What follows belongs to an exercise in optimizing a design on an open flow for small area, a short achievable clock period and few clock cycles per item; a production flow would make more cautious choices.
RTL that was checked went through simulation tests only; none was proved equivalent to the original.
The RTL of run 2 was laid out without a check of its function.
No activity file was given, so power comes from the tool's default toggle rates.

==> flow/design.v, too long to show whole: its modules and the start of the top module <==
// module COMP_Control: 1095 lines
// module FA: 4 lines
// module FAX: 4 lines
// module XOR3: 3 lines
// module MAJ3: 3 lines
// module KMUX: 3 lines
// module AOI21: 3 lines
// module OAI21: 3 lines
// module NAND2: 3 lines
// module NOR2: 3 lines
// module XOR2: 3 lines
// module XNOR2: 3 lines
module COMP_Control(
    input clock,
    input rst,
    input start_trigger,
    input reset_act,
    input reset_data,
    input signed [15:0] K0,
    input signed [15:0] K1,
    input signed [15:0] K2,
    input signed [17:0] setPoint,
    input signed [17:0] data,
    output reg busy,
    output wire signed [15:0] COMP_output
    );
  // ...
==> flow/flow/run.sh <==
#!/bin/bash
# The standard layout (standard.sh: the standard flow's synthesis, floorplan, placement,
# CTS, routing) at the design's clock period and constraints, with two
# changes to how hard the resizer works:
#  - repair_timing aims for a setup slack of SETUP_MARGIN ns instead of 0,
#    so the critical paths get sized and buffered although the 12 ns clock
#    would already be met;
#  - the port buffers are buf_2 cells rather than the resizer's pick.
set -euo pipefail
cd "$(dirname "$0")/.."
SETUP_MARGIN=$(cat flow/setup_margin.txt)
bash standard.sh "SETUP_SLACK_MARGIN=$SETUP_MARGIN" \
  "BUFFER_PORTS_ARGS=-buffer_cell sky130_fd_sc_hd__buf_2" finish > standard_make.log 2>&1
==> flow/flow/setup_margin.txt <==
6.0
==> flow/standard.sh <==
#!/bin/bash
# synth_recipe.tcl (not shown) runs the flow's synth.tcl, then flattens the netlist and writes it again
# the make line also repeats each setting of config.mk as NAME=value (left out here)
make -C /OpenROAD-flow-scripts/flow DESIGN_CONFIG=/design/flow/config.mk WORK_HOME=/design/flow/orfs CLKGATE_MAP_FILE= SYNTH_SCRIPT=/design/flow/synth_recipe.tcl "${@:-finish}"
==> flow/config.mk <==
export PLATFORM = sky130hd
export DESIGN_NAME = COMP_Control
export DESIGN_NICKNAME = COMP_Control
export VERILOG_FILES = /design/flow/design.v
export SDC_FILE = /design/flow/constraint.sdc
export NUM_CORES = 4
export LEC_CHECK = 0
export CAP_MARGIN = 20
export CORE_MARGIN = 2
export CORE_UTILIZATION = 40
export CTS_BUF_LIST = sky130_fd_sc_hd__clkbuf_8
export CTS_CLUSTER_DIAMETER = 80
export CTS_CLUSTER_SIZE = 40
export SLEW_MARGIN = 20
export SYNTH_HIERARCHICAL = 1
export SYNTH_MINIMUM_KEEP_SIZE = 0
==> flow/constraint.sdc <==
create_clock -name core_clock -period 12.0 [get_ports {clock}]
set_input_delay 2.4000 -clock core_clock [delete_from_list [all_inputs] [get_ports {clock}]]
set_output_delay 2.4000 -clock core_clock [all_outputs]
set_load 0.01 [all_outputs]
==> flow_summary.ini, run 1 <==
[yosys]
yosys-top-cells-area = fa_1 26%, dfxtp_1 19%, xnor2_1 11%
yosys.area.top_type = fa_1
synth.avg_cell_area_um2 = 8.806
syn-cell-area_mm2 = 0.01628

[grt]
grtUsageMet1 = 0.2869

[power_and_ir_drop]
top_power_group = combinational logic

[layout]
seq_share = 0.1737
fill_cells = 3947
multi_input_cells = 1510
clk_share = 0.02341
fin_cells = 2405
nonClkBufAreaFrac = 0.03882

[floorplanning]
die_y_um = 205.8

[routing]
highest_layer = met4
drt_iter0_markers = 1040
antenna_left = 0

[clocking]
ctsResizeCount = 0

[worst_setup_path]
worstSetupStartpointType = flop
path_cells = nor2_1 > nor2_1 > nand2_1 > o21ai_1 > a21oi_2 > o21ai_1 > inv_1 > o21ai_1 > xnor2_1 > xnor2_1 > buf_2
crit_buf_inv = 2
cpPeakStageDelay_ps = 430

[timing]
final_hold_viol_count = 0
finalCritPeriodShare = 0.4585
grt_setup_unrepaired = no

[run_status]
status = timing/DRC/antenna clean
Testbench counts, summed over its fixed seeds: cycles 72,000, items 24,000.
==> run 2: changes to the inputs <==
--- a/flow/design.v
+++ b/flow/design.v
@@ -460,25 +460,25 @@
     FA uf117 (.a(f51_s), .b(f49_c), .c(f52_s), .s(f117_s), .co(f117_c));
     wire f118_s, f118_c;
     FA uf118 (.a(f50_c), .b(f53_s), .c(f51_c), .s(f118_s), .co(f118_c));
     wire f119_s, f119_c;
     FA uf119 (.a(f54_s), .b(f52_c), .c(f55_s), .s(f119_s), .co(f119_c));
     wire f120_s, f120_c;
     FA uf120 (.a(f53_c), .b(f56_s), .c(f54_c), .s(f120_s), .co(f120_c));
     wire f121_s, f121_c;
-    FA uf121 (.a(f57_s), .b(f55_c), .c(f58_s), .s(f121_s), .co(f121_c));
+    FAX uf121 (.a(f57_s), .b(f55_c), .c(f58_s), .s(f121_s), .co(f121_c));
     wire f122_s, f122_c;
     FA uf122 (.a(f56_c), .b(f59_s), .c(f57_c), .s(f122_s), .co(f122_c));
     wire f123_s, f123_c;
-    FA uf123 (.a(f60_s), .b(f58_c), .c(f61_s), .s(f123_s), .co(f123_c));
+    FAX uf123 (.a(f60_s), .b(f58_c), .c(f61_s), .s(f123_s), .co(f123_c));
     wire f124_s, f124_c;
     FA uf124 (.a(f59_c), .b(f62_s), .c(f60_c), .s(f124_s), .co(f124_c));
     wire f125_s, f125_c;
-    FA uf125 (.a(f61_c), .b(f63_s), .c(f64_s), .s(f125_s), .co(f125_c));
+    FAX uf125 (.a(f61_c), .b(f63_s), .c(f64_s), .s(f125_s), .co(f125_c));
     wire f126_s, f126_c;
     FA uf126 (.a(f62_c), .b(f65_s), .c(f66_s), .s(f126_s), .co(f126_c));
     wire f127_s, f127_c;
     FA uf127 (.a(f63_c), .b(f64_c), .c(f67_s), .s(f127_s), .co(f127_c));
     wire f128_s, f128_c;
     FA uf128 (.a(f65_c), .b(f68_s), .c(f69_s), .s(f128_s), .co(f128_c));
     wire f129_s, f129_c;
     FA uf129 (.a(f66_c), .b(f67_c), .c(f70_s), .s(f129_s), .co(f129_c));
@@ -556,35 +556,35 @@
     FA uf165 (.a(f106_c), .b(f108_s), .c(f107_c), .s(f165_s), .co(f165_c));
     wire f166_s, f166_c;
     FA uf166 (.a(f108_c), .b(f109_c), .c(f110_s), .s(f166_s), .co(f166_c));
     wire f167_s, f167_c;
     FA uf167 (.a(f110_c), .b(f111_c), .c(f112_s), .s(f167_s), .co(f167_c));
     wire f168_s, f168_c;
     FA uf168 (.a(f112_c), .b(f113_c), .c(f114_s), .s(f168_s), .co(f168_c));
     wire f169_s, f169_c;
-    FA uf169 (.a(f114_c), .b(f116_s), .c(f115_c), .s(f169_s), .co(f169_c));
+    FAX uf169 (.a(f114_c), .b(f116_s), .c(f115_c), .s(f169_s), .co(f169_c));
     wire f170_s, f170_c;
-    FA uf170 (.a(f116_c), .b(f118_s), .c(f117_c), .s(f170_s), .co(f170_c));
+    FAX uf170 (.a(f116_c), .b(f118_s), .c(f117_c), .s(f170_s), .co(f170_c));
     wire f171_s, f171_c;
-    FA uf171 (.a(f118_c), .b(f120_s), .c(f119_c), .s(f171_s), .co(f171_c));
+    FAX uf171 (.a(f118_c), .b(f120_s), .c(f119_c), .s(f171_s), .co(f171_c));
     wire f172_s, f172_c;
-    FA uf172 (.a(f120_c), .b(f122_s), .c(f121_c), .s(f172_s), .co(f172_c));
+    FAX uf172 (.a(f120_c), .b(f122_s), .c(f121_c), .s(f172_s), .co(f172_c));
     wire f173_s, f173_c;
-    FA uf173 (.a(f122_c), .b(f124_s), .c(f123_c), .s(f173_s), .co(f173_c));
+    FAX uf173 (.a(f122_c), .b(f124_s), .c(f123_c), .s(f173_s), .co(f173_c));
     wire f174_s, f174_c;
-    FA uf174 (.a(f124_c), .b(f126_s), .c(f125_c), .s(f174_s), .co(f174_c));
+    FAX uf174 (.a(f124_c), .b(f126_s), .c(f125_c), .s(f174_s), .co(f174_c));
     wire f175_s, f175_c;
-    FA uf175 (.a(f128_s), .b(f126_c), .c(f127_c), .s(f175_s), .co(f175_c));
+    FAX uf175 (.a(f128_s), .b(f126_c), .c(f127_c), .s(f175_s), .co(f175_c));
     wire f176_s, f176_c;
-    FA uf176 (.a(f130_s), .b(f128_c), .c(f129_c), .s(f176_s), .co(f176_c));
+    FAX uf176 (.a(f130_s), .b(f128_c), .c(f129_c), .s(f176_s), .co(f176_c));
     wire f177_s, f177_c;
-    FA uf177 (.a(f130_c), .b(f132_s), .c(f131_c), .s(f177_s), .co(f177_c));
+    FAX uf177 (.a(f130_c), .b(f132_s), .c(f131_c), .s(f177_s), .co(f177_c));
     wire f178_s, f178_c;
-    FA uf178 (.a(f132_c), .b(f134_s), .c(f133_c), .s(f178_s), .co(f178_c));
+    FAX uf178 (.a(f132_c), .b(f134_s), .c(f133_c), .s(f178_s), .co(f178_c));
     wire f179_s, f179_c;
     FA uf179 (.a(f134_c), .b(f136_s), .c(f137_s), .s(f179_s), .co(f179_c));
     wire f180_s, f180_c;
     FA uf180 (.a(f138_s), .b(f136_c), .c(f139_s), .s(f180_s), .co(f180_c));
     wire f181_s, f181_c;
     FA uf181 (.a(f140_s), .b(f138_c), .c(f139_c), .s(f181_s), .co(f181_c));
     wire f182_s, f182_c;
     FA uf182 (.a(f142_s), .b(f140_c), .c(f141_c), .s(f182_s), .co(f182_c));
@@ -652,37 +652,37 @@
     FA uf213 (.a(f109_s), .b(f164_c), .c(f165_s), .s(f213_s), .co(f213_c));
     wire f214_s, f214_c;
     FA uf214 (.a(f111_s), .b(f165_c), .c(f166_s), .s(f214_s), .co(f214_c));
     wire f215_s, f215_c;
     FA uf215 (.a(f113_s), .b(f166_c), .c(f167_s), .s(f215_s), .co(f215_c));
     wire f216_s, f216_c;
     FA uf216 (.a(f167_c), .b(f115_s), .c(f168_s), .s(f216_s), .co(f216_c));
     wire f217_s, f217_c;
-    FA uf217 (.a(f168_c), .b(f117_s), .c(f169_s), .s(f217_s), .co(f217_c));
+    FAX uf217 (.a(f168_c), .b(f117_s), .c(f169_s), .s(f217_s), .co(f217_c));
     wire f218_s, f218_c;
-    FA uf218 (.a(f119_s), .b(f169_c), .c(f170_s), .s(f218_s), .co(f218_c));
+    FAX uf218 (.a(f119_s), .b(f170_s), .c(f169_c), .s(f218_s), .co(f218_c));
     wire f219_s, f219_c;
-    FA uf219 (.a(f121_s), .b(f170_c), .c(f171_s), .s(f219_s), .co(f219_c));
+    FAX uf219 (.a(f121_s), .b(f171_s), .c(f170_c), .s(f219_s), .co(f219_c));
     wire f220_s, f220_c;
-    FA uf220 (.a(f123_s), .b(f171_c), .c(f172_s), .s(f220_s), .co(f220_c));
+    FAX uf220 (.a(f123_s), .b(f172_s), .c(f171_c), .s(f220_s), .co(f220_c));
     wire f221_s, f221_c;
-    FA uf221 (.a(f125_s), .b(f172_c), .c(f173_s), .s(f221_s), .co(f221_c));
+    FAX uf221 (.a(f125_s), .b(f173_s), .c(f172_c), .s(f221_s), .co(f221_c));
     wire f222_s, f222_c;
-    FA uf222 (.a(f127_s), .b(f173_c), .c(f174_s), .s(f222_s), .co(f222_c));
+    FAX uf222 (.a(f127_s), .b(f174_s), .c(f173_c), .s(f222_s), .co(f222_c));
     wire f223_s, f223_c;
-    FA uf223 (.a(f129_s), .b(f174_c), .c(f175_s), .s(f223_s), .co(f223_c));
+    FAX uf223 (.a(f129_s), .b(f175_s), .c(f174_c), .s(f223_s), .co(f223_c));
     wire f224_s, f224_c;
-    FA uf224 (.a(f131_s), .b(f175_c), .c(f176_s), .s(f224_s), .co(f224_c));
+    FAX uf224 (.a(f131_s), .b(f176_s), .c(f175_c), .s(f224_s), .co(f224_c));
     wire f225_s, f225_c;
-    FA uf225 (.a(f133_s), .b(f176_c), .c(f177_s), .s(f225_s), .co(f225_c));
+    FAX uf225 (.a(f133_s), .b(f177_s), .c(f176_c), .s(f225_s), .co(f225_c));
     wire f226_s, f226_c;
-    FA uf226 (.a(f135_s), .b(f177_c), .c(f178_s), .s(f226_s), .co(f226_c));
+    FAX uf226 (.a(f135_s), .b(f178_s), .c(f177_c), .s(f226_s), .co(f226_c));
     wire f227_s, f227_c;
-    FA uf227 (.a(f135_c), .b(f178_c), .c(f179_s), .s(f227_s), .co(f227_c));
+    FAX uf227 (.a(f135_c), .b(f178_c), .c(f179_s), .s(f227_s), .co(f227_c));
     wire f228_s, f228_c;
     FA uf228 (.a(f137_c), .b(f180_s), .c(f179_c), .s(f228_s), .co(f228_c));
     wire f229_s, f229_c;
     FA uf229 (.a(f141_s), .b(f180_c), .c(f181_s), .s(f229_s), .co(f229_c));
     wire f230_s, f230_c;
     FA uf230 (.a(f143_s), .b(f181_c), .c(f182_s), .s(f230_s), .co(f230_c));
     wire f231_s, f231_c;
     FA uf231 (.a(f145_s), .b(f182_c), .c(f183_s), .s(f231_s), .co(f231_c));
@@ -989,40 +989,40 @@
     assign S_n[11] = f212_c;
     assign C_n[11] = f213_s;
     assign S_n[12] = f213_c;
     assign C_n[12] = f214_s;
     assign S_n[13] = f214_c;
     assign C_n[13] = f215_s;
     assign S_n[14] = f215_c;
     assign C_n[14] = f216_s;
-    assign S_n[15] = f216_c;
-    assign C_n[15] = f217_s;
+    assign S_n[15] = f217_s;
+    assign C_n[15] = f216_c;
     assign S_n[16] = f217_c;
     assign C_n[16] = f218_s;
-    assign S_n[17] = f218_c;
-    assign C_n[17] = f219_s;
-    assign S_n[18] = f219_c;
-    assign C_n[18] = f220_s;
-    assign S_n[19] = f220_c;
-    assign C_n[19] = f221_s;
-    assign S_n[20] = f221_c;
-    assign C_n[20] = f222_s;
-    assign S_n[21] = f222_c;
-    assign C_n[21] = f223_s;
-    assign S_n[22] = f223_c;
-    assign C_n[22] = f224_s;
-    assign S_n[23] = f224_c;
-    assign C_n[23] = f225_s;
-    assign S_n[24] = f225_c;
-    assign C_n[24] = f226_s;
+    assign S_n[17] = f219_s;
+    assign C_n[17] = f218_c;
+    assign S_n[18] = f220_s;
+    assign C_n[18] = f219_c;
+    assign S_n[19] = f221_s;
+    assign C_n[19] = f220_c;
+    assign S_n[20] = f222_s;
+    assign C_n[20] = f221_c;
+    assign S_n[21] = f223_s;
+    assign C_n[21] = f222_c;
+    assign S_n[22] = f224_s;
+    assign C_n[22] = f223_c;
+    assign S_n[23] = f225_s;
+    assign C_n[23] = f224_c;
+    assign S_n[24] = f226_s;
+    assign C_n[24] = f225_c;
     assign S_n[25] = f226_c;
     assign C_n[25] = f227_s;
-    assign S_n[26] = f228_s;
-    assign C_n[26] = f227_c;
+    assign S_n[26] = f227_c;
+    assign C_n[26] = f228_s;
     assign S_n[27] = f229_s;
     assign C_n[27] = f228_c;
     assign S_n[28] = f229_c;
     assign C_n[28] = f230_s;
     assign S_n[29] = f230_c;
     assign C_n[29] = f231_s;
     assign S_n[30] = f231_c;
     assign C_n[30] = f232_s;
==> flow/config.mk (replaced) <==
export PLATFORM = sky130hd
export DESIGN_NAME = COMP_Control
export DESIGN_NICKNAME = COMP_Control
export VERILOG_FILES = /design/flow/design.v
export SDC_FILE = /design/flow/constraint.sdc
export NUM_CORES = 4
export LEC_CHECK = 0
export CAP_MARGIN = 20
export CORE_MARGIN = 2
export CORE_UTILIZATION = 40
export CTS_BUF_LIST = sky130_fd_sc_hd__clkbuf_8
export SLEW_MARGIN = 20
export SYNTH_HIERARCHICAL = 1
export SYNTH_MINIMUM_KEEP_SIZE = 0
==> run 2 against run 1 <==
Critical path depth is the same. Register-to-register slack improved by 290 ps. Global-route usage is 0.098 points lower. Count of clock-buffer cells in the layout grew 2. Hold slack worse by 4.0 ps. Combinational power is 26% higher. Die area up 2.2%. Utilization shrank 0.11 points. Setup slack worse by 39 ps. Clock skew shrank 7.0 ps. Sequential power increased by 0.8%. Synthesized cell count up 1.3%.
==> flow_summary.ini, run 2 <==
[timing]
clock.fmax_mhz = 180.4
slew-limit-headroom = 0.2430
final_hold_viol_count = 0
setup_tns_ps = 0
grt_setup_unrepaired = no
worst_hold_slack_ps = 454.5
setup_viol = 0
clock_skew_ps = 12.64
slew_violations = 0
finalCritPeriodShare = 0.4618
period_needed_ps = 5542
tightest_slew_ps = 1136

[worst_setup_path]
critPathKind = reg -> out
crit_buf_inv = 2
r2r_slack_ps = 7190
cpPeakStageDelay_ps = 460
crit_slowest_cell = o21ai_1
crit_path_frequent_cell = o21ai_1
cp-end-kind = output pin
worstPathRequired_ps = 9600
cp_max_fo = 4
arrival_ps = 3140
cp_top_family = compound AO/OA/AOI/OAI gates
path_cells = nor2_1 > nor2_1 > nand2_1 > o21ai_1 > a21oi_2 > o21ai_1 > inv_1 > o21ai_1 > xnor2_1 > xnor2_1 > buf_2
worstSetupStartpointType = flop

[grt]
gr-total-overflow = 0
grtUsageTotal = 0.2159
grt_pass1_vias = 13270
antenna_found_initial = 0
grt_start_max_net_pins = 98
grt_first_pass_wirelength_um = 73930

[floorplanning]
rows = 74
io_pins = 106
start_util = 0.4067
die_area_mm2 = 0.04325
die_w_um = 208.0
die_y_um = 208.0
core_mm2 = 0.04092

[worst_hold_path]
holdCritPathClass = reg -> reg

[layout]
fin_cells = 2436
fin_nets = 2219
drive_gt1_frac = 0.1455
reg_top3 = C (48), S (48)
synthToLayoutAreaGrowth_pct = 7.759
final_common_cell = nand2_1
antenna_cells = 0
multi_input_area_mm2 = 0.01286
final_cell_mix = 344 x nand2_1, 207 x xnor2_1, 187 x fa_1
fill_cells = 4079
register_area_mm2 = 0.003045

[clocking]
h-tree-depth = 4
cts_setup_buffers = 0
cts_tree = yes
root_buffer = clkbuf_8
cts.sinks = 152
ctsHoldBuffers = 0
cts_buffers = 17
clkLatencyLatePin_ps = 520
ctsResizeCount = 0
clockBufferDepth = 2
clk_pin_slew_ps = 90

[routing]
detail_route.first_pass.iterations = 5
drc = 0
highest_layer = met4
drt-vias-per-instance = 5.426
wl_per_cell_um = 18.60
wl_um = 45310
wl_met2_um = 20630
drt_iter0_markers = 1148
wl_met3_um = 2617
antenna_left = 0
wl_met1_um = 20900
vias = 13220

[placement]
numPortBuffers = 105
placed_cells = 2404
post-dp-hpwl_um = 34240
gp_congestion = 0.9038

[power_and_ir_drop]
seqPwrFrac = 0.273
p_clk_frac = 0.193
ir_drop_mv = 0.07887
p_sw_mw = 0.8518
swShare = 0.3715
cell_internal_pwr_mw = 1.441
finalPower_mw = 2.293
combPwrFrac = 0.534
p_leak_nw = 6.785
power_density_mw_per_mm2 = 127.9

[yosys]
ys.flop_type = dfxtp_1
syn-cell-area_mm2 = 0.01664
yosys.area.top_type = fa_1
synth_cell_type_count = 56
synth_async_sr_flop_share = 0
synth_top_area_frac = 0.2249
synth_common_cells = 345 x nand2_1, 207 x xnor2_1, 187 x fa_1
synth_most_common_cell = nand2_1
synth_cells = 1873
synth.avg_cell_area_um2 = 8.885
ys_ff_latch = 152
yosys-top-cells-area = fa_1 22%, dfxtp_1 18%, xnor2_1 11%
ys_warn_count = 7
synth_edf_count = 0
seq_area_frac_synth = 0.1828

[run_status]
status = timing/DRC/antenna clean

[flow_run]
max_cap_violations = 0
-- run 2: layout make-up --
type	instances	area share
clock buffer	19	0.01458
clock inverter	12	0.009768
inverter	63	0.01319
multi-input combinational	1534	0.7172
sequential	152	0.1698
tap	532	0.03712
timing repair buffer	124	0.03837
-- run 2: power groups by stage --
stage,Sequential [mW],Clock (mW),Combinational [mW]
after floorplan,0.615,0,0.978
after global placement,0.635,0,1.21
after detailed placement,0.639,0,1.22
after CTS,0.627,0.456,1.23
after global routing,0.638,0.475,1.36
final,0.626,0.442,1.22
-- run 2: through the flow --
stage | setup WS, ps | utilization | instance area (µm²)
final | 6458 | 0.4382 | 17930
after global routing | 6255 | 0.4382 | 17930
after CTS | 6409 | 0.4375 | 17910
after detailed placement | 6207 | 0.4269 | 17470
after global placement | 6270 | 0.4269 | 17470
after floorplan | 6512 | - | 16660
-- run 2: logic make-up (layout without fill, tap and decap cells) --
family | after synthesis | count (layout) | synth area share
AO/OA/AOI/OAI | 425 | 425 | 0.1594
XOR/XNOR | 265 | 265 | 0.1616
adder cells (fa/ha/maj) | 262 | 262 | 0.2795
buffers and inverters | 193 | 218 | 0.04729
flip-flops | 152 | 152 | 0.1828
multiplexers | 56 | 56 | 0.04180
other | 1 | 7 | 0.0002253
AND/OR/NAND/NOR | 519 | 519 | 0.1274
-- run 2: worst min-delay path, stage by stage (launching register included) --
cell,delay (ps)
dfxtp_1,310
nand2_1,50
a21oi_1,50
-- run 2: layer usage --
metal | track usage | up-vias
met5 | 0 | -
met4 | 0.07190 | 0
met3 | 0.03215 | 64
met2 | 0.3402 | 396
met1 | 0.3039 | 6492
li1 | - | 6265
-- run 2: worst paths after layout --
check | from | end | cells past startpoint
max | C[8] | COMP_output[14] | 11
min | e0[18] | e1[18] | 2
max reg2reg | sB | S[21] | 11
min reg2reg | e0[18] | e1[18] | 2
-- run 2: modules after synthesis (local to each module, per instance), a selection --
module | flip-flops and latches | copies in the design | cells | cell area, µm²
COMP_Control | 152 | 1 | 1364 | 10460
MAJ3 | 0 | 24 | 1 | 11.26
AOI21 | 0 | 31 | 1 | 8.758
XOR3 | 0 | 24 | 1 | 23.77
KMUX | 0 | 2 | 18 | 249.0
NAND2 | 0 | 72 | 1 | 3.754
FA | 0 | 186 | 1 | 20.02
NOR2 | 0 | 82 | 1 | 3.754
OAI21 | 0 | 54 | 1 | 5.005

-- separate check: timing with driven ports --
How much do the figures lean on ideal ports? The routed layouts below were timed once more, with nothing changed but the port constraints.
Step 1 assumes that a clkbuf_16 drives the clock port and a buf_2 every other input.
Step 2 adds t to the input delays and takes it off the output delays; t is the mean of the earliest and latest rising clock arrival at the registers after step 1. Input paths then give back, and output paths get back, about the clock's delay inside the block.
Slacks: no drivers / after step 1 / after step 2; pairs: no drivers / after step 1.
| run | t (ns) | slack for setup (ns) | worst data-port slew with drivers (ns) |
|---|---|---|---|
| run 1 | 0.546 | 6.497 / 6.452 / 5.999 | 0.05 |
| run 2 | 0.568 | 6.458 / 6.408 / 6.231 | 0.05 |
After both steps setup and hold are still met in every run listed. The setup slack of run 1, which loses most, moves by -0.045 ns with the drivers and by -0.498 ns with both steps.
